Context: an optimization exercise on an open-source flow, tuned for small area and a short achievable clock period. The choices shown serve that exercise and are no tape-out recipe. At most, simulation tests tie the RTL to the original design; equivalence was not proved. Power is estimated from default activity; no workload was simulated.

==> inputs of v30 <==
Design FloatingPointMultiplierSingle, start of the top module:
module FloatingPointMultiplierSingle (clk,reset,en,inputA,inputB,result, OF);
Settings: LEC_CHECK=0, CAP_MARGIN=20, CORE_MARGIN=2, CORE_UTILIZATION=45, SETUP_SLACK_MARGIN=5, SLEW_MARGIN=20, TNS_END_PERCENT=100; clock period 11.0 ns.
standard.sh (not shown) runs the stock make flow with config.mk's settings and CLKGATE_MAP_FILE= SYNTH_SCRIPT=/design/flow/synth_recipe.tcl, a recipe that flattens the netlist after the stock synthesis.
==> flow/flow/run.sh <==
#!/bin/bash
# Standard ORFS layout, except that Yosys's generic ABC pass before full-adder
# extraction is skipped (SYNTH_ARGS=-noabc), so the hand-written adder tree is
# mapped to full-adder cells without extra inverters. Registers are unchanged.
set -euo pipefail
bash standard.sh SYNTH_ARGS=-noabc finish > standard.log 2>&1
==> v12 (differences from v30) <==
--- a/flow/design.v
+++ b/flow/design.v
@@ -966,16 +966,19 @@
 reg q_cK, q_sticky, q_sign, q_of0, q_of1;
 reg [7:0] q_e0;
 reg [1:0] q_cls;
 always @(posedge clk) begin
   if (reset) begin
-    q_row0 <= 0; q_row1 <= 0; q_cK <= 1'b0; q_sticky <= 1'b0; q_sign <= 1'b0;
-    q_of0 <= 1'b0; q_of1 <= 1'b0; q_e0 <= 8'd0; q_cls <= 2'b00;
+    q_sign <= 1'b0; q_cls <= 2'b00;
   end else if (en) begin
+    q_sign <= A[31] ^ B[31]; q_cls <= cls;
+  end
+end
+always @(posedge clk) begin
+  if (en) begin
     q_row0 <= row0; q_row1 <= row1; q_cK <= cK; q_sticky <= sticky;
-    q_sign <= A[31] ^ B[31];
-    q_of0 <= e0[8]; q_of1 <= e1[8]; q_e0 <= e0[7:0]; q_cls <= cls;
+    q_of0 <= e0[8]; q_of1 <= e1[8]; q_e0 <= e0[7:0];
   end
 end
 wire [31:0] P = q_row0 + q_row1 + q_cK;   
 wire n = P[31];
 wire [22:0] m_sel = n ? P[30:8] : P[29:7];
SETUP_SLACK_MARGIN = 4   (was 5)
==> v31 (differences from v30) <==
--- a/flow/design.v
+++ b/flow/design.v
@@ -966,16 +966,19 @@
 reg q_cK, q_sticky, q_sign, q_of0, q_of1;
 reg [7:0] q_e0;
 reg [1:0] q_cls;
 always @(posedge clk) begin
   if (reset) begin
-    q_row0 <= 0; q_row1 <= 0; q_cK <= 1'b0; q_sticky <= 1'b0; q_sign <= 1'b0;
-    q_of0 <= 1'b0; q_of1 <= 1'b0; q_e0 <= 8'd0; q_cls <= 2'b00;
+    q_sign <= 1'b0; q_cls <= 2'b00;
   end else if (en) begin
+    q_sign <= A[31] ^ B[31]; q_cls <= cls;
+  end
+end
+always @(posedge clk) begin
+  if (en) begin
     q_row0 <= row0; q_row1 <= row1; q_cK <= cK; q_sticky <= sticky;
-    q_sign <= A[31] ^ B[31];
-    q_of0 <= e0[8]; q_of1 <= e1[8]; q_e0 <= e0[7:0]; q_cls <= cls;
+    q_of0 <= e0[8]; q_of1 <= e1[8]; q_e0 <= e0[7:0];
   end
 end
 wire [31:0] P = q_row0 + q_row1 + q_cK;   
 wire n = P[31];
 wire [22:0] m_sel = n ? P[30:8] : P[29:7];
==> flow/flow/run.sh (replaced) <==
#!/bin/bash
# Standard ORFS layout with two changes: Yosys's generic ABC pass before
# full-adder extraction is skipped (SYNTH_ARGS=-noabc), so the hand-written
# adder tree maps to full-adder cells without extra inverters; and the port
# buffers are buf_4 cells instead of the default delay-buffer choice.
# Registers are unchanged. ORFS writes each tool's log under orfs/logs.
set -euo pipefail
bash standard.sh SYNTH_ARGS=-noabc "BUFFER_PORTS_ARGS=-buffer_cell sky130_fd_sc_hd__buf_4" finish > standard.log 2>&1
SETUP_SLACK_MARGIN = 4.5   (was 5)
==> notes <==
- Count of clock-buffer cells in the layout is the same in v31 and v12.
- Clock power: v12 < v31 < v30.
- The lowest global-route usage belongs to v12, the highest to v30.
- Via count, highest first: v30, v31, v12.
- Non-clock buffer count: v31 is lower than v12 (22).
- The lowest critical path depth belongs to v12, the highest to v30.
- In v31 the synthesized cell count is smaller than in v30, by about 7%.
No run of this note included a check of the RTL's function; only the layout flow was run.

========
==> v10 <==
Another version of the RTL of FloatingPointMultiplierSingle (not shown whole).
## FloatingPointMultiplierSingle
module FloatingPointMultiplierSingle (clk,reset,en,inputA,inputB,result, OF);
input clk,reset,en;
input [31:0] inputA, inputB;
output reg [31:0] result;
output OF;
wire [31:0] A = inputA;
wire [31:0] B = inputB;
wire [23:0] ma = {1'b1, A[22:0]};
wire [23:0] mb = {1'b1, B[22:0]};
wire pp1 = ma[0] & mb[0];
wire pp2 = ma[0] & mb[1];
wire pp3 = ma[0] & mb[2];
wire pp4 = ma[0] & mb[3];
wire pp5 = ma[0] & mb[4];
wire pp6 = ma[0] & mb[5];
wire pp7 = ma[0] & mb[6];
wire pp8 = ma[0] & mb[7];
wire pp9 = ma[0] & mb[8];
wire pp10 = ma[0] & mb[9];
wire pp11 = ma[0] & mb[10];
wire pp12 = ma[0] & mb[11];
wire pp13 = ma[0] & mb[12];
wire pp14 = ma[0] & mb[13];
wire pp15 = ma[0] & mb[14];
wire pp16 = ma[0] & mb[15];
wire pp17 = ma[0] & mb[16];
wire pp18 = ma[0] & mb[17];
wire pp19 = ma[0] & mb[18];
wire pp20 = ma[0] & mb[19];
wire pp21 = ma[0] & mb[20];
wire pp22 = ma[0] & mb[21];
wire pp23 = ma[0] & mb[22];
  ...
make LEC_CHECK=0 CAP_MARGIN=20 CORE_MARGIN=2 CORE_UTILIZATION=45 SLEW_MARGIN=20 finish   # period 11.0 ns
run.sh (not shown) runs the stock make flow with config.mk's settings and CLKGATE_MAP_FILE= SYNTH_SCRIPT=/design/flow/synth_recipe.tcl, a recipe that flattens the netlist after the stock synthesis.
Stock flow here: none of the scripts above is used.
==> inputs of v39, as changes to v10 <==
ABC_CLOCK_PERIOD_IN_PS = 4000   (was unset)
==> results.txt <==
	v39	v10
Simple-gate area share of the yosys netlist	20.0%	20.0%
Power share of the sequential group	11.4%	11.4%
Setup slack on the worst flop-to-flop path	6.52 ns	6.52 ns
Synth Area in Compound Gates	7.71%	7.71%
Smallest hold slack	0.444 ns	0.444 ns
Detailed-route wire length on metal 1	30.1 mm	30.1 mm
Fraction of synthesized cell area taken by the top area cell type	41.1%	41.1%
Starting density of the core	45.7%	45.7%
CTS Buf Count	9	9
Pre-Repair DR Iteration Count	5	5
Quantity of I/O buffers inserted on ports	99	99
Fraction of power consumed by the clock network	7.1%	7.1%
End point of the critical path	q_row1[9]	q_row1[9]
Total area of multi-input combinational cells	18900 sq um	18900 sq um
Fill cells	4959	4959
Iter 0 DRT Violations	1344	1344
Core Area	51600 sq um	51600 sq um
Minimum clock period	7.58 ns	7.58 ns
Synth unique cells	70	70
Number of clock sinks	109	109
Total leakage power	11.9 nW	11.9 nW
Type of element capturing the critical path	register	register
Buf/Inv on CP	4	4
Total vias in the final route	18800	18800
Result of the run	finished clean	finished clean
Floorplan die area	54300 sq um	54300 sq um
Worst path setup slack after routing	3.42 ns	3.42 ns

========
==> run F: inputs <==
FloatingPointMultiplierSingle, a different RTL version from the one above (not shown whole).
// FloatingPointMultiplierSingle
module FloatingPointMultiplierSingle (clk,reset,en,inputA,inputB,result, OF);
Settings: LEC_CHECK=0, CAP_MARGIN=20, CORE_MARGIN=2, CORE_UTILIZATION=45, CTS_BUF_LIST=sky130_fd_sc_hd__clkbuf_8 sky130_fd_sc_hd__clkbuf_16, CTS_CLUSTER_DIAMETER=150, CTS_CLUSTER_SIZE=30, SETUP_SLACK_MARGIN=5, SLEW_MARGIN=20, TNS_END_PERCENT=100; clock period 11.0 ns.
standard.sh (not shown) runs the stock make flow with config.mk's settings and CLKGATE_MAP_FILE= SYNTH_SCRIPT=/design/flow/synth_recipe.tcl, a recipe that flattens the netlist after the stock synthesis.
==> flow/flow/run.sh <==
#!/bin/bash
# Standard ORFS layout with two changes: Yosys's generic ABC pass before
# full-adder extraction is skipped (SYNTH_ARGS=-noabc), so the hand-written
# adder tree maps to full-adder cells without extra inverters; and the port
# buffers are buf_2 cells instead of the default delay-buffer choice.
# Registers are unchanged. ORFS writes each tool's log under orfs/logs.
set -euo pipefail
bash standard.sh SYNTH_ARGS=-noabc "BUFFER_PORTS_ARGS=-buffer_cell sky130_fd_sc_hd__buf_2" finish > standard.log 2>&1
==> run R: changes against run F <==
CTS_BUF_LIST = sky130_fd_sc_hd__clkbuf_4 sky130_fd_sc_hd__clkbuf_8   (was sky130_fd_sc_hd__clkbuf_8 sky130_fd_sc_hd__clkbuf_16)
CTS_CLUSTER_DIAMETER = not set   (was 150)
CTS_CLUSTER_SIZE = not set   (was 30)
==> run E: changes against run F <==
--- a/flow/design.v
+++ b/flow/design.v
@@ -928,19 +928,18 @@
   for (i = 22; i >= 0; i = i - 1) if (m[i]) tz23 = i;
 end endfunction
 wire [5:0] tzsum = tz23(A[22:0]) + tz23(B[22:0]);
 wire sticky = tzsum < 6'd23;
 wire [8:0] e0 = {1'b0, A[30:23]} + {1'b0, B[30:23]} - 9'd127;
-wire [8:0] e1 = e0 + 9'd1;
 wire a_mz = A[22:0] == 23'd0, b_mz = B[22:0] == 23'd0;
 wire a_ef = A[30:23] == 8'hff, b_ef = B[30:23] == 8'hff;
 wire zf = (a_mz & A[30:23] == 8'h00) | (b_mz & B[30:23] == 8'h00);
 wire inf = (a_mz & a_ef) | (b_mz & b_ef);
 wire nan = (zf & inf) | (~a_mz & a_ef) | (~b_mz & b_ef);
 wire [1:0] cls = nan ? 2'b10 : zf ? 2'b00 : inf ? 2'b01 : 2'b11;
 reg [69:0] q_pp;
-reg q_cK, q_sticky, q_sign, q_of0, q_of1;
+reg q_cK, q_sticky, q_sign, q_of0;
 reg [7:0] q_e0;
 reg [1:0] q_cls;
 always @(posedge clk) begin
   if (reset) begin
     q_sign <= 1'b0; q_cls <= 2'b00;
@@ -949,11 +948,11 @@
   end
 end
 always @(posedge clk) begin
   if (en) begin
     q_pp <= pp_bits; q_cK <= cK; q_sticky <= sticky;
-    q_of0 <= e0[8]; q_of1 <= e1[8]; q_e0 <= e0[7:0];
+    q_of0 <= e0[8]; q_e0 <= e0[7:0];
   end
 end
 wire s873 = q_pp[6] ^ q_pp[7];
 wire c874 = q_pp[6] & q_pp[7];
 wire s875 = q_pp[9] ^ q_pp[10];
@@ -1173,11 +1172,11 @@
 wire Ap1080 = m_sel[20] & Ap1065;
 wire [22:0] ones = {Ap1070, Ap1080, Ap1065, Ap1079, Ap1069, Ap1078, Ap1063, Ap1077, Ap1068, Ap1076, Ap1064, Ap1075, Ap1067, Ap1074, Ap1061, Ap1073, Ap1066, Ap1072, Ap1056, Ap1071, Ap1045, m_sel[0], 1'b1};
 wire [22:0] mant = m_sel ^ ({23{m_inc}} & ones);
 wire [7:0] expo = q_e0 + n;
 wire normal = q_cls == 2'b11;
-assign OF = normal & (n ? q_of1 : q_of0);
+assign OF = normal & (q_of0 ^ (n & (&q_e0)));
 wire [31:0] O;
 assign O[31] = q_sign;
 assign O[30:23] = normal ? expo : (q_cls == 2'b00 ? 8'h00 : 8'hff);
 assign O[22:0] = normal ? mant : (q_cls == 2'b10 ? 23'h7fffff : 23'h0);
 always @(posedge clk) begin
CTS_BUF_LIST = sky130_fd_sc_hd__clkbuf_4 sky130_fd_sc_hd__clkbuf_8   (was sky130_fd_sc_hd__clkbuf_8 sky130_fd_sc_hd__clkbuf_16)
CTS_CLUSTER_DIAMETER = not set   (was 150)
CTS_CLUSTER_SIZE = not set   (was 30)
==> results.txt <==
	run F	run R	run E
Placed insts	2500	2500	2427
Final weighted congestion in routability-driven placement	0.867	0.867	0.858
Diode insertion count for antenna repair	0	0	4
Fill cell count	3975	3990	3869
Crit path top cell by count	-	fa_1	fa_1
Amount of wire on met3 after detailed routing	4890 um	4980 um	5840 um
Hold Path End	result[12]	result[1]	result[17]
Worst R2R Setup Slack	5.30 ns	5.35 ns	5.38 ns
Clock-pin slew on the worst setup and hold paths	0.07 ns	0.08 ns	0.08 ns
Data buffer area share	4.29%	4.52%	3.77%
Comb pwr	5.73 mW	5.79 mW	5.72 mW
Share of total power consumed by net switching	50.5%	51.0%	49.9%
Power dissipated in the clock network	0.549 mW	0.396 mW	0.497 mW
Register cell area after layout	3160 um2	3160 um2	3130 um2
Multi-input logic portion of the cell area	72.5%	73.1%	73.5%
Number of buffers and inverters on the critical path	3	4	2
DRC marker count from the first detailed-route iteration	1520	1553	1630
Tightest Pin Transition	1.00 ns	0.988 ns	1.13 ns
Total routed wirelength	59000 um	58900 um	60600 um
Outcome	complete, no violations	complete, no violations	complete, no violations
Share of synthesized cell area in full adder, half adder and majority cells	36.5%	36.5%	36.7%
Post-synthesis area per instance	9.96 um2	9.96 um2	10.0 um2
Only the layout flow was run in run E; the RTL was not checked for function there.

========
==> inputs of job 5324 <==
FloatingPointMultiplierSingle, a different RTL version from the one above (not shown whole).
==> flow/config.mk <==
export PLATFORM = sky130hd
export DESIGN_NAME = FloatingPointMultiplierSingle
export DESIGN_NICKNAME = FloatingPointMultiplierSingle
export VERILOG_FILES = /design/flow/design.v
export SDC_FILE = /design/flow/constraint.sdc
export NUM_CORES = 4
export LEC_CHECK = 0
export CAP_MARGIN = 20
export CORE_MARGIN = 2
export CORE_UTILIZATION = 45
export SETUP_SLACK_MARGIN = 5
export SLEW_MARGIN = 20
export TNS_END_PERCENT = 100
==> flow/constraint.sdc <==
create_clock -name core_clock -period 11.0 [get_ports {clk}]
set_input_delay 2.2000 -clock core_clock [delete_from_list [all_inputs] [get_ports {clk}]]
set_output_delay 2.2000 -clock core_clock [all_outputs]
set_load 0.01 [all_outputs]
==> flow/flow/run.sh <==
#!/bin/bash
# Standard ORFS layout with two changes: Yosys's generic ABC pass before
# full-adder extraction is skipped (SYNTH_ARGS=-noabc), so the hand-written
# adder tree maps to full-adder cells without extra inverters; and the port
# buffers are buf_4 cells instead of the default delay-buffer choice.
# Registers are unchanged. ORFS writes each tool's log under orfs/logs.
set -euo pipefail
bash standard.sh SYNTH_ARGS=-noabc "BUFFER_PORTS_ARGS=-buffer_cell sky130_fd_sc_hd__buf_4" finish > standard.log 2>&1
==> job 615: changes against job 5324 <==
--- a/flow/design.v
+++ b/flow/design.v
@@ -9,13 +9,13 @@
 wire [23:0] mb = {1'b1, B[22:0]};
 wire [25:0] mbx = {2'b00, mb};
 wire [24:0] max1 = {1'b0, ma};       
 wire [24:0] max2 = {ma, 1'b0};       
 wire one0 = mb[0] ^ 1'b0;
 wire two0 = (mbx[1] & ~mb[0] & ~1'b0) | (~mbx[1] & mb[0] & 1'b0);
-wire neg0 = mbx[1] & ~(mb[0] & 1'b0);
+wire neg0 = mbx[1] & (one0 | ~mb[0]);
 wire pp1 = ((one0 & max1[0]) | (two0 & max2[0])) ^ neg0;
 wire pp2 = ((one0 & max1[1]) | (two0 & max2[1])) ^ neg0;
 wire pp3 = ((one0 & max1[2]) | (two0 & max2[2])) ^ neg0;
 wire pp4 = ((one0 & max1[3]) | (two0 & max2[3])) ^ neg0;
 wire pp5 = ((one0 & max1[4]) | (two0 & max2[4])) ^ neg0;
 wire pp6 = ((one0 & max1[5]) | (two0 & max2[5])) ^ neg0;
@@ -37,13 +37,13 @@
 wire pp22 = ((one0 & max1[21]) | (two0 & max2[21])) ^ neg0;
 wire pp23 = ((one0 & max1[22]) | (two0 & max2[22])) ^ neg0;
 wire pp24 = ((one0 & max1[23]) | (two0 & max2[23])) ^ neg0;
 wire pp25 = ((one0 & max1[24]) | (two0 & max2[24])) ^ neg0;
 wire one1 = mb[2] ^ mb[1];
 wire two1 = (mbx[3] & ~mb[2] & ~mb[1]) | (~mbx[3] & mb[2] & mb[1]);
-wire neg1 = mbx[3] & ~(mb[2] & mb[1]);
+wire neg1 = mbx[3] & (one1 | ~mb[2]);
 wire pp26 = ((one1 & max1[0]) | (two1 & max2[0])) ^ neg1;
 wire pp27 = ((one1 & max1[1]) | (two1 & max2[1])) ^ neg1;
 wire pp28 = ((one1 & max1[2]) | (two1 & max2[2])) ^ neg1;
 wire pp29 = ((one1 & max1[3]) | (two1 & max2[3])) ^ neg1;
 wire pp30 = ((one1 & max1[4]) | (two1 & max2[4])) ^ neg1;
 wire pp31 = ((one1 & max1[5]) | (two1 & max2[5])) ^ neg1;
@@ -65,13 +65,13 @@
 wire pp47 = ((one1 & max1[21]) | (two1 & max2[21])) ^ neg1;
 wire pp48 = ((one1 & max1[22]) | (two1 & max2[22])) ^ neg1;
 wire pp49 = ((one1 & max1[23]) | (two1 & max2[23])) ^ neg1;
 wire pp50 = ((one1 & max1[24]) | (two1 & max2[24])) ^ neg1;
 wire one2 = mb[4] ^ mb[3];
 wire two2 = (mbx[5] & ~mb[4] & ~mb[3]) | (~mbx[5] & mb[4] & mb[3]);
-wire neg2 = mbx[5] & ~(mb[4] & mb[3]);
+wire neg2 = mbx[5] & (one2 | ~mb[4]);
 wire pp51 = ((one2 & max1[0]) | (two2 & max2[0])) ^ neg2;
 wire pp52 = ((one2 & max1[1]) | (two2 & max2[1])) ^ neg2;
 wire pp53 = ((one2 & max1[2]) | (two2 & max2[2])) ^ neg2;
 wire pp54 = ((one2 & max1[3]) | (two2 & max2[3])) ^ neg2;
 wire pp55 = ((one2 & max1[4]) | (two2 & max2[4])) ^ neg2;
 wire pp56 = ((one2 & max1[5]) | (two2 & max2[5])) ^ neg2;
@@ -93,13 +93,13 @@
 wire pp72 = ((one2 & max1[21]) | (two2 & max2[21])) ^ neg2;
 wire pp73 = ((one2 & max1[22]) | (two2 & max2[22])) ^ neg2;
 wire pp74 = ((one2 & max1[23]) | (two2 & max2[23])) ^ neg2;
 wire pp75 = ((one2 & max1[24]) | (two2 & max2[24])) ^ neg2;
 wire one3 = mb[6] ^ mb[5];
 wire two3 = (mbx[7] & ~mb[6] & ~mb[5]) | (~mbx[7] & mb[6] & mb[5]);
-wire neg3 = mbx[7] & ~(mb[6] & mb[5]);
+wire neg3 = mbx[7] & (one3 | ~mb[6]);
 wire pp76 = ((one3 & max1[0]) | (two3 & max2[0])) ^ neg3;
 wire pp77 = ((one3 & max1[1]) | (two3 & max2[1])) ^ neg3;
 wire pp78 = ((one3 & max1[2]) | (two3 & max2[2])) ^ neg3;
 wire pp79 = ((one3 & max1[3]) | (two3 & max2[3])) ^ neg3;
 wire pp80 = ((one3 & max1[4]) | (two3 & max2[4])) ^ neg3;
 wire pp81 = ((one3 & max1[5]) | (two3 & max2[5])) ^ neg3;
@@ -121,13 +121,13 @@
 wire pp97 = ((one3 & max1[21]) | (two3 & max2[21])) ^ neg3;
 wire pp98 = ((one3 & max1[22]) | (two3 & max2[22])) ^ neg3;
 wire pp99 = ((one3 & max1[23]) | (two3 & max2[23])) ^ neg3;
 wire pp100 = ((one3 & max1[24]) | (two3 & max2[24])) ^ neg3;
 wire one4 = mb[8] ^ mb[7];
 wire two4 = (mbx[9] & ~mb[8] & ~mb[7]) | (~mbx[9] & mb[8] & mb[7]);
-wire neg4 = mbx[9] & ~(mb[8] & mb[7]);
+wire neg4 = mbx[9] & (one4 | ~mb[8]);
 wire pp101 = ((one4 & max1[0]) | (two4 & max2[0])) ^ neg4;
 wire pp102 = ((one4 & max1[1]) | (two4 & max2[1])) ^ neg4;
 wire pp103 = ((one4 & max1[2]) | (two4 & max2[2])) ^ neg4;
 wire pp104 = ((one4 & max1[3]) | (two4 & max2[3])) ^ neg4;
 wire pp105 = ((one4 & max1[4]) | (two4 & max2[4])) ^ neg4;
 wire pp106 = ((one4 & max1[5]) | (two4 & max2[5])) ^ neg4;
@@ -149,13 +149,13 @@
 wire pp122 = ((one4 & max1[21]) | (two4 & max2[21])) ^ neg4;
 wire pp123 = ((one4 & max1[22]) | (two4 & max2[22])) ^ neg4;
 wire pp124 = ((one4 & max1[23]) | (two4 & max2[23])) ^ neg4;
 wire pp125 = ((one4 & max1[24]) | (two4 & max2[24])) ^ neg4;
 wire one5 = mb[10] ^ mb[9];
 wire two5 = (mbx[11] & ~mb[10] & ~mb[9]) | (~mbx[11] & mb[10] & mb[9]);
-wire neg5 = mbx[11] & ~(mb[10] & mb[9]);
+wire neg5 = mbx[11] & (one5 | ~mb[10]);
 wire pp126 = ((one5 & max1[0]) | (two5 & max2[0])) ^ neg5;
 wire pp127 = ((one5 & max1[1]) | (two5 & max2[1])) ^ neg5;
 wire pp128 = ((one5 & max1[2]) | (two5 & max2[2])) ^ neg5;
 wire pp129 = ((one5 & max1[3]) | (two5 & max2[3])) ^ neg5;
 wire pp130 = ((one5 & max1[4]) | (two5 & max2[4])) ^ neg5;
 wire pp131 = ((one5 & max1[5]) | (two5 & max2[5])) ^ neg5;
@@ -177,13 +177,13 @@
 wire pp147 = ((one5 & max1[21]) | (two5 & max2[21])) ^ neg5;
 wire pp148 = ((one5 & max1[22]) | (two5 & max2[22])) ^ neg5;
 wire pp149 = ((one5 & max1[23]) | (two5 & max2[23])) ^ neg5;
 wire pp150 = ((one5 & max1[24]) | (two5 & max2[24])) ^ neg5;
 wire one6 = mb[12] ^ mb[11];
 wire two6 = (mbx[13] & ~mb[12] & ~mb[11]) | (~mbx[13] & mb[12] & mb[11]);
-wire neg6 = mbx[13] & ~(mb[12] & mb[11]);
+wire neg6 = mbx[13] & (one6 | ~mb[12]);
 wire pp151 = ((one6 & max1[0]) | (two6 & max2[0])) ^ neg6;
 wire pp152 = ((one6 & max1[1]) | (two6 & max2[1])) ^ neg6;
 wire pp153 = ((one6 & max1[2]) | (two6 & max2[2])) ^ neg6;
 wire pp154 = ((one6 & max1[3]) | (two6 & max2[3])) ^ neg6;
 wire pp155 = ((one6 & max1[4]) | (two6 & max2[4])) ^ neg6;
 wire pp156 = ((one6 & max1[5]) | (two6 & max2[5])) ^ neg6;
@@ -205,13 +205,13 @@
 wire pp172 = ((one6 & max1[21]) | (two6 & max2[21])) ^ neg6;
 wire pp173 = ((one6 & max1[22]) | (two6 & max2[22])) ^ neg6;
 wire pp174 = ((one6 & max1[23]) | (two6 & max2[23])) ^ neg6;
 wire pp175 = ((one6 & max1[24]) | (two6 & max2[24])) ^ neg6;
 wire one7 = mb[14] ^ mb[13];
 wire two7 = (mbx[15] & ~mb[14] & ~mb[13]) | (~mbx[15] & mb[14] & mb[13]);
-wire neg7 = mbx[15] & ~(mb[14] & mb[13]);
+wire neg7 = mbx[15] & (one7 | ~mb[14]);
 wire pp176 = ((one7 & max1[0]) | (two7 & max2[0])) ^ neg7;
 wire pp177 = ((one7 & max1[1]) | (two7 & max2[1])) ^ neg7;
 wire pp178 = ((one7 & max1[2]) | (two7 & max2[2])) ^ neg7;
 wire pp179 = ((one7 & max1[3]) | (two7 & max2[3])) ^ neg7;
 wire pp180 = ((one7 & max1[4]) | (two7 & max2[4])) ^ neg7;
 wire pp181 = ((one7 & max1[5]) | (two7 & max2[5])) ^ neg7;
@@ -233,13 +233,13 @@
 wire pp197 = ((one7 & max1[21]) | (two7 & max2[21])) ^ neg7;
 wire pp198 = ((one7 & max1[22]) | (two7 & max2[22])) ^ neg7;
 wire pp199 = ((one7 & max1[23]) | (two7 & max2[23])) ^ neg7;
 wire pp200 = ((one7 & max1[24]) | (two7 & max2[24])) ^ neg7;
 wire one8 = mb[16] ^ mb[15];
 wire two8 = (mbx[17] & ~mb[16] & ~mb[15]) | (~mbx[17] & mb[16] & mb[15]);
-wire neg8 = mbx[17] & ~(mb[16] & mb[15]);
+wire neg8 = mbx[17] & (one8 | ~mb[16]);
 wire pp201 = ((one8 & max1[0]) | (two8 & max2[0])) ^ neg8;
 wire pp202 = ((one8 & max1[1]) | (two8 & max2[1])) ^ neg8;
 wire pp203 = ((one8 & max1[2]) | (two8 & max2[2])) ^ neg8;
 wire pp204 = ((one8 & max1[3]) | (two8 & max2[3])) ^ neg8;
 wire pp205 = ((one8 & max1[4]) | (two8 & max2[4])) ^ neg8;
 wire pp206 = ((one8 & max1[5]) | (two8 & max2[5])) ^ neg8;
@@ -261,13 +261,13 @@
 wire pp222 = ((one8 & max1[21]) | (two8 & max2[21])) ^ neg8;
 wire pp223 = ((one8 & max1[22]) | (two8 & max2[22])) ^ neg8;
 wire pp224 = ((one8 & max1[23]) | (two8 & max2[23])) ^ neg8;
 wire pp225 = ((one8 & max1[24]) | (two8 & max2[24])) ^ neg8;
 wire one9 = mb[18] ^ mb[17];
 wire two9 = (mbx[19] & ~mb[18] & ~mb[17]) | (~mbx[19] & mb[18] & mb[17]);
-wire neg9 = mbx[19] & ~(mb[18] & mb[17]);
+wire neg9 = mbx[19] & (one9 | ~mb[18]);
 wire pp226 = ((one9 & max1[0]) | (two9 & max2[0])) ^ neg9;
 wire pp227 = ((one9 & max1[1]) | (two9 & max2[1])) ^ neg9;
 wire pp228 = ((one9 & max1[2]) | (two9 & max2[2])) ^ neg9;
 wire pp229 = ((one9 & max1[3]) | (two9 & max2[3])) ^ neg9;
 wire pp230 = ((one9 & max1[4]) | (two9 & max2[4])) ^ neg9;
 wire pp231 = ((one9 & max1[5]) | (two9 & max2[5])) ^ neg9;
@@ -289,13 +289,13 @@
 wire pp247 = ((one9 & max1[21]) | (two9 & max2[21])) ^ neg9;
 wire pp248 = ((one9 & max1[22]) | (two9 & max2[22])) ^ neg9;
 wire pp249 = ((one9 & max1[23]) | (two9 & max2[23])) ^ neg9;
 wire pp250 = ((one9 & max1[24]) | (two9 & max2[24])) ^ neg9;
 wire one10 = mb[20] ^ mb[19];
 wire two10 = (mbx[21] & ~mb[20] & ~mb[19]) | (~mbx[21] & mb[20] & mb[19]);
-wire neg10 = mbx[21] & ~(mb[20] & mb[19]);
+wire neg10 = mbx[21] & (one10 | ~mb[20]);
 wire pp251 = ((one10 & max1[0]) | (two10 & max2[0])) ^ neg10;
 wire pp252 = ((one10 & max1[1]) | (two10 & max2[1])) ^ neg10;
 wire pp253 = ((one10 & max1[2]) | (two10 & max2[2])) ^ neg10;
 wire pp254 = ((one10 & max1[3]) | (two10 & max2[3])) ^ neg10;
 wire pp255 = ((one10 & max1[4]) | (two10 & max2[4])) ^ neg10;
 wire pp256 = ((one10 & max1[5]) | (two10 & max2[5])) ^ neg10;
@@ -317,13 +317,13 @@
 wire pp272 = ((one10 & max1[21]) | (two10 & max2[21])) ^ neg10;
 wire pp273 = ((one10 & max1[22]) | (two10 & max2[22])) ^ neg10;
 wire pp274 = ((one10 & max1[23]) | (two10 & max2[23])) ^ neg10;
 wire pp275 = ((one10 & max1[24]) | (two10 & max2[24])) ^ neg10;
 wire one11 = mb[22] ^ mb[21];
 wire two11 = (mbx[23] & ~mb[22] & ~mb[21]) | (~mbx[23] & mb[22] & mb[21]);
-wire neg11 = mbx[23] & ~(mb[22] & mb[21]);
+wire neg11 = mbx[23] & (one11 | ~mb[22]);
 wire pp276 = ((one11 & max1[0]) | (two11 & max2[0])) ^ neg11;
 wire pp277 = ((one11 & max1[1]) | (two11 & max2[1])) ^ neg11;
 wire pp278 = ((one11 & max1[2]) | (two11 & max2[2])) ^ neg11;
 wire pp279 = ((one11 & max1[3]) | (two11 & max2[3])) ^ neg11;
 wire pp280 = ((one11 & max1[4]) | (two11 & max2[4])) ^ neg11;
 wire pp281 = ((one11 & max1[5]) | (two11 & max2[5])) ^ neg11;
Settings changed: CORE_UTILIZATION 45 to 60, PLACE_DENSITY from default to 0.7.
==> job 597: changes against job 5324 <==
--- a/flow/design.v
+++ b/flow/design.v
@@ -9,13 +9,13 @@
 wire [23:0] mb = {1'b1, B[22:0]};
 wire [25:0] mbx = {2'b00, mb};
 wire [24:0] max1 = {1'b0, ma};       
 wire [24:0] max2 = {ma, 1'b0};       
 wire one0 = mb[0] ^ 1'b0;
 wire two0 = (mbx[1] & ~mb[0] & ~1'b0) | (~mbx[1] & mb[0] & 1'b0);
-wire neg0 = mbx[1] & ~(mb[0] & 1'b0);
+wire neg0 = mbx[1] & (one0 | ~mb[0]);
 wire pp1 = ((one0 & max1[0]) | (two0 & max2[0])) ^ neg0;
 wire pp2 = ((one0 & max1[1]) | (two0 & max2[1])) ^ neg0;
 wire pp3 = ((one0 & max1[2]) | (two0 & max2[2])) ^ neg0;
 wire pp4 = ((one0 & max1[3]) | (two0 & max2[3])) ^ neg0;
 wire pp5 = ((one0 & max1[4]) | (two0 & max2[4])) ^ neg0;
 wire pp6 = ((one0 & max1[5]) | (two0 & max2[5])) ^ neg0;
@@ -37,13 +37,13 @@
 wire pp22 = ((one0 & max1[21]) | (two0 & max2[21])) ^ neg0;
 wire pp23 = ((one0 & max1[22]) | (two0 & max2[22])) ^ neg0;
 wire pp24 = ((one0 & max1[23]) | (two0 & max2[23])) ^ neg0;
 wire pp25 = ((one0 & max1[24]) | (two0 & max2[24])) ^ neg0;
 wire one1 = mb[2] ^ mb[1];
 wire two1 = (mbx[3] & ~mb[2] & ~mb[1]) | (~mbx[3] & mb[2] & mb[1]);
-wire neg1 = mbx[3] & ~(mb[2] & mb[1]);
+wire neg1 = mbx[3] & (one1 | ~mb[2]);
 wire pp26 = ((one1 & max1[0]) | (two1 & max2[0])) ^ neg1;
 wire pp27 = ((one1 & max1[1]) | (two1 & max2[1])) ^ neg1;
 wire pp28 = ((one1 & max1[2]) | (two1 & max2[2])) ^ neg1;
 wire pp29 = ((one1 & max1[3]) | (two1 & max2[3])) ^ neg1;
 wire pp30 = ((one1 & max1[4]) | (two1 & max2[4])) ^ neg1;
 wire pp31 = ((one1 & max1[5]) | (two1 & max2[5])) ^ neg1;
@@ -65,13 +65,13 @@
 wire pp47 = ((one1 & max1[21]) | (two1 & max2[21])) ^ neg1;
 wire pp48 = ((one1 & max1[22]) | (two1 & max2[22])) ^ neg1;
 wire pp49 = ((one1 & max1[23]) | (two1 & max2[23])) ^ neg1;
 wire pp50 = ((one1 & max1[24]) | (two1 & max2[24])) ^ neg1;
 wire one2 = mb[4] ^ mb[3];
 wire two2 = (mbx[5] & ~mb[4] & ~mb[3]) | (~mbx[5] & mb[4] & mb[3]);
-wire neg2 = mbx[5] & ~(mb[4] & mb[3]);
+wire neg2 = mbx[5] & (one2 | ~mb[4]);
 wire pp51 = ((one2 & max1[0]) | (two2 & max2[0])) ^ neg2;
 wire pp52 = ((one2 & max1[1]) | (two2 & max2[1])) ^ neg2;
 wire pp53 = ((one2 & max1[2]) | (two2 & max2[2])) ^ neg2;
 wire pp54 = ((one2 & max1[3]) | (two2 & max2[3])) ^ neg2;
 wire pp55 = ((one2 & max1[4]) | (two2 & max2[4])) ^ neg2;
 wire pp56 = ((one2 & max1[5]) | (two2 & max2[5])) ^ neg2;
@@ -93,13 +93,13 @@
 wire pp72 = ((one2 & max1[21]) | (two2 & max2[21])) ^ neg2;
 wire pp73 = ((one2 & max1[22]) | (two2 & max2[22])) ^ neg2;
 wire pp74 = ((one2 & max1[23]) | (two2 & max2[23])) ^ neg2;
 wire pp75 = ((one2 & max1[24]) | (two2 & max2[24])) ^ neg2;
 wire one3 = mb[6] ^ mb[5];
 wire two3 = (mbx[7] & ~mb[6] & ~mb[5]) | (~mbx[7] & mb[6] & mb[5]);
-wire neg3 = mbx[7] & ~(mb[6] & mb[5]);
+wire neg3 = mbx[7] & (one3 | ~mb[6]);
 wire pp76 = ((one3 & max1[0]) | (two3 & max2[0])) ^ neg3;
 wire pp77 = ((one3 & max1[1]) | (two3 & max2[1])) ^ neg3;
 wire pp78 = ((one3 & max1[2]) | (two3 & max2[2])) ^ neg3;
 wire pp79 = ((one3 & max1[3]) | (two3 & max2[3])) ^ neg3;
 wire pp80 = ((one3 & max1[4]) | (two3 & max2[4])) ^ neg3;
 wire pp81 = ((one3 & max1[5]) | (two3 & max2[5])) ^ neg3;
@@ -121,13 +121,13 @@
 wire pp97 = ((one3 & max1[21]) | (two3 & max2[21])) ^ neg3;
 wire pp98 = ((one3 & max1[22]) | (two3 & max2[22])) ^ neg3;
 wire pp99 = ((one3 & max1[23]) | (two3 & max2[23])) ^ neg3;
 wire pp100 = ((one3 & max1[24]) | (two3 & max2[24])) ^ neg3;
 wire one4 = mb[8] ^ mb[7];
 wire two4 = (mbx[9] & ~mb[8] & ~mb[7]) | (~mbx[9] & mb[8] & mb[7]);
-wire neg4 = mbx[9] & ~(mb[8] & mb[7]);
+wire neg4 = mbx[9] & (one4 | ~mb[8]);
 wire pp101 = ((one4 & max1[0]) | (two4 & max2[0])) ^ neg4;
 wire pp102 = ((one4 & max1[1]) | (two4 & max2[1])) ^ neg4;
 wire pp103 = ((one4 & max1[2]) | (two4 & max2[2])) ^ neg4;
 wire pp104 = ((one4 & max1[3]) | (two4 & max2[3])) ^ neg4;
 wire pp105 = ((one4 & max1[4]) | (two4 & max2[4])) ^ neg4;
 wire pp106 = ((one4 & max1[5]) | (two4 & max2[5])) ^ neg4;
@@ -149,13 +149,13 @@
 wire pp122 = ((one4 & max1[21]) | (two4 & max2[21])) ^ neg4;
 wire pp123 = ((one4 & max1[22]) | (two4 & max2[22])) ^ neg4;
 wire pp124 = ((one4 & max1[23]) | (two4 & max2[23])) ^ neg4;
 wire pp125 = ((one4 & max1[24]) | (two4 & max2[24])) ^ neg4;
 wire one5 = mb[10] ^ mb[9];
 wire two5 = (mbx[11] & ~mb[10] & ~mb[9]) | (~mbx[11] & mb[10] & mb[9]);
-wire neg5 = mbx[11] & ~(mb[10] & mb[9]);
+wire neg5 = mbx[11] & (one5 | ~mb[10]);
 wire pp126 = ((one5 & max1[0]) | (two5 & max2[0])) ^ neg5;
 wire pp127 = ((one5 & max1[1]) | (two5 & max2[1])) ^ neg5;
 wire pp128 = ((one5 & max1[2]) | (two5 & max2[2])) ^ neg5;
 wire pp129 = ((one5 & max1[3]) | (two5 & max2[3])) ^ neg5;
 wire pp130 = ((one5 & max1[4]) | (two5 & max2[4])) ^ neg5;
 wire pp131 = ((one5 & max1[5]) | (two5 & max2[5])) ^ neg5;
@@ -177,13 +177,13 @@
 wire pp147 = ((one5 & max1[21]) | (two5 & max2[21])) ^ neg5;
 wire pp148 = ((one5 & max1[22]) | (two5 & max2[22])) ^ neg5;
 wire pp149 = ((one5 & max1[23]) | (two5 & max2[23])) ^ neg5;
 wire pp150 = ((one5 & max1[24]) | (two5 & max2[24])) ^ neg5;
 wire one6 = mb[12] ^ mb[11];
 wire two6 = (mbx[13] & ~mb[12] & ~mb[11]) | (~mbx[13] & mb[12] & mb[11]);
-wire neg6 = mbx[13] & ~(mb[12] & mb[11]);
+wire neg6 = mbx[13] & (one6 | ~mb[12]);
 wire pp151 = ((one6 & max1[0]) | (two6 & max2[0])) ^ neg6;
 wire pp152 = ((one6 & max1[1]) | (two6 & max2[1])) ^ neg6;
 wire pp153 = ((one6 & max1[2]) | (two6 & max2[2])) ^ neg6;
 wire pp154 = ((one6 & max1[3]) | (two6 & max2[3])) ^ neg6;
 wire pp155 = ((one6 & max1[4]) | (two6 & max2[4])) ^ neg6;
 wire pp156 = ((one6 & max1[5]) | (two6 & max2[5])) ^ neg6;
@@ -205,13 +205,13 @@
 wire pp172 = ((one6 & max1[21]) | (two6 & max2[21])) ^ neg6;
 wire pp173 = ((one6 & max1[22]) | (two6 & max2[22])) ^ neg6;
 wire pp174 = ((one6 & max1[23]) | (two6 & max2[23])) ^ neg6;
 wire pp175 = ((one6 & max1[24]) | (two6 & max2[24])) ^ neg6;
 wire one7 = mb[14] ^ mb[13];
 wire two7 = (mbx[15] & ~mb[14] & ~mb[13]) | (~mbx[15] & mb[14] & mb[13]);
-wire neg7 = mbx[15] & ~(mb[14] & mb[13]);
+wire neg7 = mbx[15] & (one7 | ~mb[14]);
 wire pp176 = ((one7 & max1[0]) | (two7 & max2[0])) ^ neg7;
 wire pp177 = ((one7 & max1[1]) | (two7 & max2[1])) ^ neg7;
 wire pp178 = ((one7 & max1[2]) | (two7 & max2[2])) ^ neg7;
 wire pp179 = ((one7 & max1[3]) | (two7 & max2[3])) ^ neg7;
 wire pp180 = ((one7 & max1[4]) | (two7 & max2[4])) ^ neg7;
 wire pp181 = ((one7 & max1[5]) | (two7 & max2[5])) ^ neg7;
@@ -233,13 +233,13 @@
 wire pp197 = ((one7 & max1[21]) | (two7 & max2[21])) ^ neg7;
 wire pp198 = ((one7 & max1[22]) | (two7 & max2[22])) ^ neg7;
 wire pp199 = ((one7 & max1[23]) | (two7 & max2[23])) ^ neg7;
 wire pp200 = ((one7 & max1[24]) | (two7 & max2[24])) ^ neg7;
 wire one8 = mb[16] ^ mb[15];
 wire two8 = (mbx[17] & ~mb[16] & ~mb[15]) | (~mbx[17] & mb[16] & mb[15]);
-wire neg8 = mbx[17] & ~(mb[16] & mb[15]);
+wire neg8 = mbx[17] & (one8 | ~mb[16]);
 wire pp201 = ((one8 & max1[0]) | (two8 & max2[0])) ^ neg8;
 wire pp202 = ((one8 & max1[1]) | (two8 & max2[1])) ^ neg8;
 wire pp203 = ((one8 & max1[2]) | (two8 & max2[2])) ^ neg8;
 wire pp204 = ((one8 & max1[3]) | (two8 & max2[3])) ^ neg8;
 wire pp205 = ((one8 & max1[4]) | (two8 & max2[4])) ^ neg8;
 wire pp206 = ((one8 & max1[5]) | (two8 & max2[5])) ^ neg8;
@@ -261,13 +261,13 @@
 wire pp222 = ((one8 & max1[21]) | (two8 & max2[21])) ^ neg8;
 wire pp223 = ((one8 & max1[22]) | (two8 & max2[22])) ^ neg8;
 wire pp224 = ((one8 & max1[23]) | (two8 & max2[23])) ^ neg8;
 wire pp225 = ((one8 & max1[24]) | (two8 & max2[24])) ^ neg8;
 wire one9 = mb[18] ^ mb[17];
 wire two9 = (mbx[19] & ~mb[18] & ~mb[17]) | (~mbx[19] & mb[18] & mb[17]);
-wire neg9 = mbx[19] & ~(mb[18] & mb[17]);
+wire neg9 = mbx[19] & (one9 | ~mb[18]);
 wire pp226 = ((one9 & max1[0]) | (two9 & max2[0])) ^ neg9;
 wire pp227 = ((one9 & max1[1]) | (two9 & max2[1])) ^ neg9;
 wire pp228 = ((one9 & max1[2]) | (two9 & max2[2])) ^ neg9;
 wire pp229 = ((one9 & max1[3]) | (two9 & max2[3])) ^ neg9;
 wire pp230 = ((one9 & max1[4]) | (two9 & max2[4])) ^ neg9;
 wire pp231 = ((one9 & max1[5]) | (two9 & max2[5])) ^ neg9;
@@ -289,13 +289,13 @@
 wire pp247 = ((one9 & max1[21]) | (two9 & max2[21])) ^ neg9;
 wire pp248 = ((one9 & max1[22]) | (two9 & max2[22])) ^ neg9;
 wire pp249 = ((one9 & max1[23]) | (two9 & max2[23])) ^ neg9;
 wire pp250 = ((one9 & max1[24]) | (two9 & max2[24])) ^ neg9;
 wire one10 = mb[20] ^ mb[19];
 wire two10 = (mbx[21] & ~mb[20] & ~mb[19]) | (~mbx[21] & mb[20] & mb[19]);
-wire neg10 = mbx[21] & ~(mb[20] & mb[19]);
+wire neg10 = mbx[21] & (one10 | ~mb[20]);
 wire pp251 = ((one10 & max1[0]) | (two10 & max2[0])) ^ neg10;
 wire pp252 = ((one10 & max1[1]) | (two10 & max2[1])) ^ neg10;
 wire pp253 = ((one10 & max1[2]) | (two10 & max2[2])) ^ neg10;
 wire pp254 = ((one10 & max1[3]) | (two10 & max2[3])) ^ neg10;
 wire pp255 = ((one10 & max1[4]) | (two10 & max2[4])) ^ neg10;
 wire pp256 = ((one10 & max1[5]) | (two10 & max2[5])) ^ neg10;
@@ -317,13 +317,13 @@
 wire pp272 = ((one10 & max1[21]) | (two10 & max2[21])) ^ neg10;
 wire pp273 = ((one10 & max1[22]) | (two10 & max2[22])) ^ neg10;
 wire pp274 = ((one10 & max1[23]) | (two10 & max2[23])) ^ neg10;
 wire pp275 = ((one10 & max1[24]) | (two10 & max2[24])) ^ neg10;
 wire one11 = mb[22] ^ mb[21];
 wire two11 = (mbx[23] & ~mb[22] & ~mb[21]) | (~mbx[23] & mb[22] & mb[21]);
-wire neg11 = mbx[23] & ~(mb[22] & mb[21]);
+wire neg11 = mbx[23] & (one11 | ~mb[22]);
 wire pp276 = ((one11 & max1[0]) | (two11 & max2[0])) ^ neg11;
 wire pp277 = ((one11 & max1[1]) | (two11 & max2[1])) ^ neg11;
 wire pp278 = ((one11 & max1[2]) | (two11 & max2[2])) ^ neg11;
 wire pp279 = ((one11 & max1[3]) | (two11 & max2[3])) ^ neg11;
 wire pp280 = ((one11 & max1[4]) | (two11 & max2[4])) ^ neg11;
 wire pp281 = ((one11 & max1[5]) | (two11 & max2[5])) ^ neg11;
==> results.txt <==
outcome = finished clean
fraction of area in multi-input gates = 73.5%
Net Count, Synth = 2416
Compound-Gate Fraction of Synth Area = 19.2%
clock latency on the worst-skew pair = 0.36 ns
Psw = 3280 µW
r2r endpoint = result[19]
DR iter-0 viols = 2028
placed instance area = 20100 µm²
final WL = 60700 µm
met3 Usage GRT = 9.61%
-- figures above: job 615

==> results.txt <==
DR iter-0 viols = 1725
count of flip-flops and latches = 111
Psw = 3270 µW
placed instance area = 20200 µm²
r2r endpoint = result[19]
Worst Slack Setup Final = 4.95 ns
outcome = finished clean
Net Count, Synth = 2416
Setup TNS = 0 ns
fin crit share = 55.0%
final WL = 62200 µm
met3 Usage GRT = 5.89%
-- figures above: job 597

==> results.txt <==
DR iter-0 viols = 1432
Net Count, Synth = 2368
final WL = 60000 µm
Hold/Removal Path Class = register to register
outcome = finished clean
placed instance area = 20000 µm²
Compound-Gate Fraction of Synth Area = 19.0%
r2r endpoint = result[20]
met3 Usage GRT = 4.01%
fraction of area in multi-input gates = 72.5%
-- figures above: job 5324

Function not checked in job 615 and job 597: the RTL went through the layout flow alone.

-- what the ideal ports hide --
The results above use ideal ports. As a check the final layouts listed here were re-extracted and re-timed, cells and wires unchanged.
Step 1 assumes that a clkbuf_16 drives the clock port and a buf_2 every other input.
Step 2 moves the port delays by t, midway between the first and last clock arrival at a register: inputs arrive t later, outputs are due t later. That takes back most of the time a late clock gives input paths.
Three values: ideal, step 1, step 2; two values: the first two.
| run | shift t [ns] | slack for setup (ns) | worst setup path at the end | worst data-port slew with drivers (ns) |
|---|---|---|---|---|
| v30 | 0.427 | 4.977 / 4.967 / 4.540 | input to register | 0.07 |
| v12 | 0.415 | 4.060 / 4.084 / 3.668 | input to register | 0.05 |
| v31 | 0.414 | 4.663 / 4.690 / 4.276 | input to register | 0.06 |
| v10 | 0.414 | 3.419 / 3.445 / 3.031 | input to register | 0.04 |
| v39 | 0.414 | 3.419 / 3.445 / 3.031 | input to register | 0.04 |
| run F | 0.476 | 4.979 / 5.003 / 4.527 | input to register | 0.07 |
| run R | 0.506 | 5.120 / 5.136 / 4.630 | input to register | 0.07 |
| run E | 0.522 | 5.079 / 5.112 / 4.591 | input to register | 0.09 |
| job 5324 | 0.408 | 4.974 / 4.959 / 4.551 | input to register | 0.09 |
| job 615 | 0.402 | 4.994 / 4.999 / 4.597 | input to register | 0.07 |
| job 597 | 0.410 | 4.953 / 4.960 / 4.550 | input to register | 0.06 |
After both steps setup and hold are still met in every run listed. For run R, which loses most, drivers alone change the setup slack by +0.016 ns; drivers and shift together by -0.490 ns.
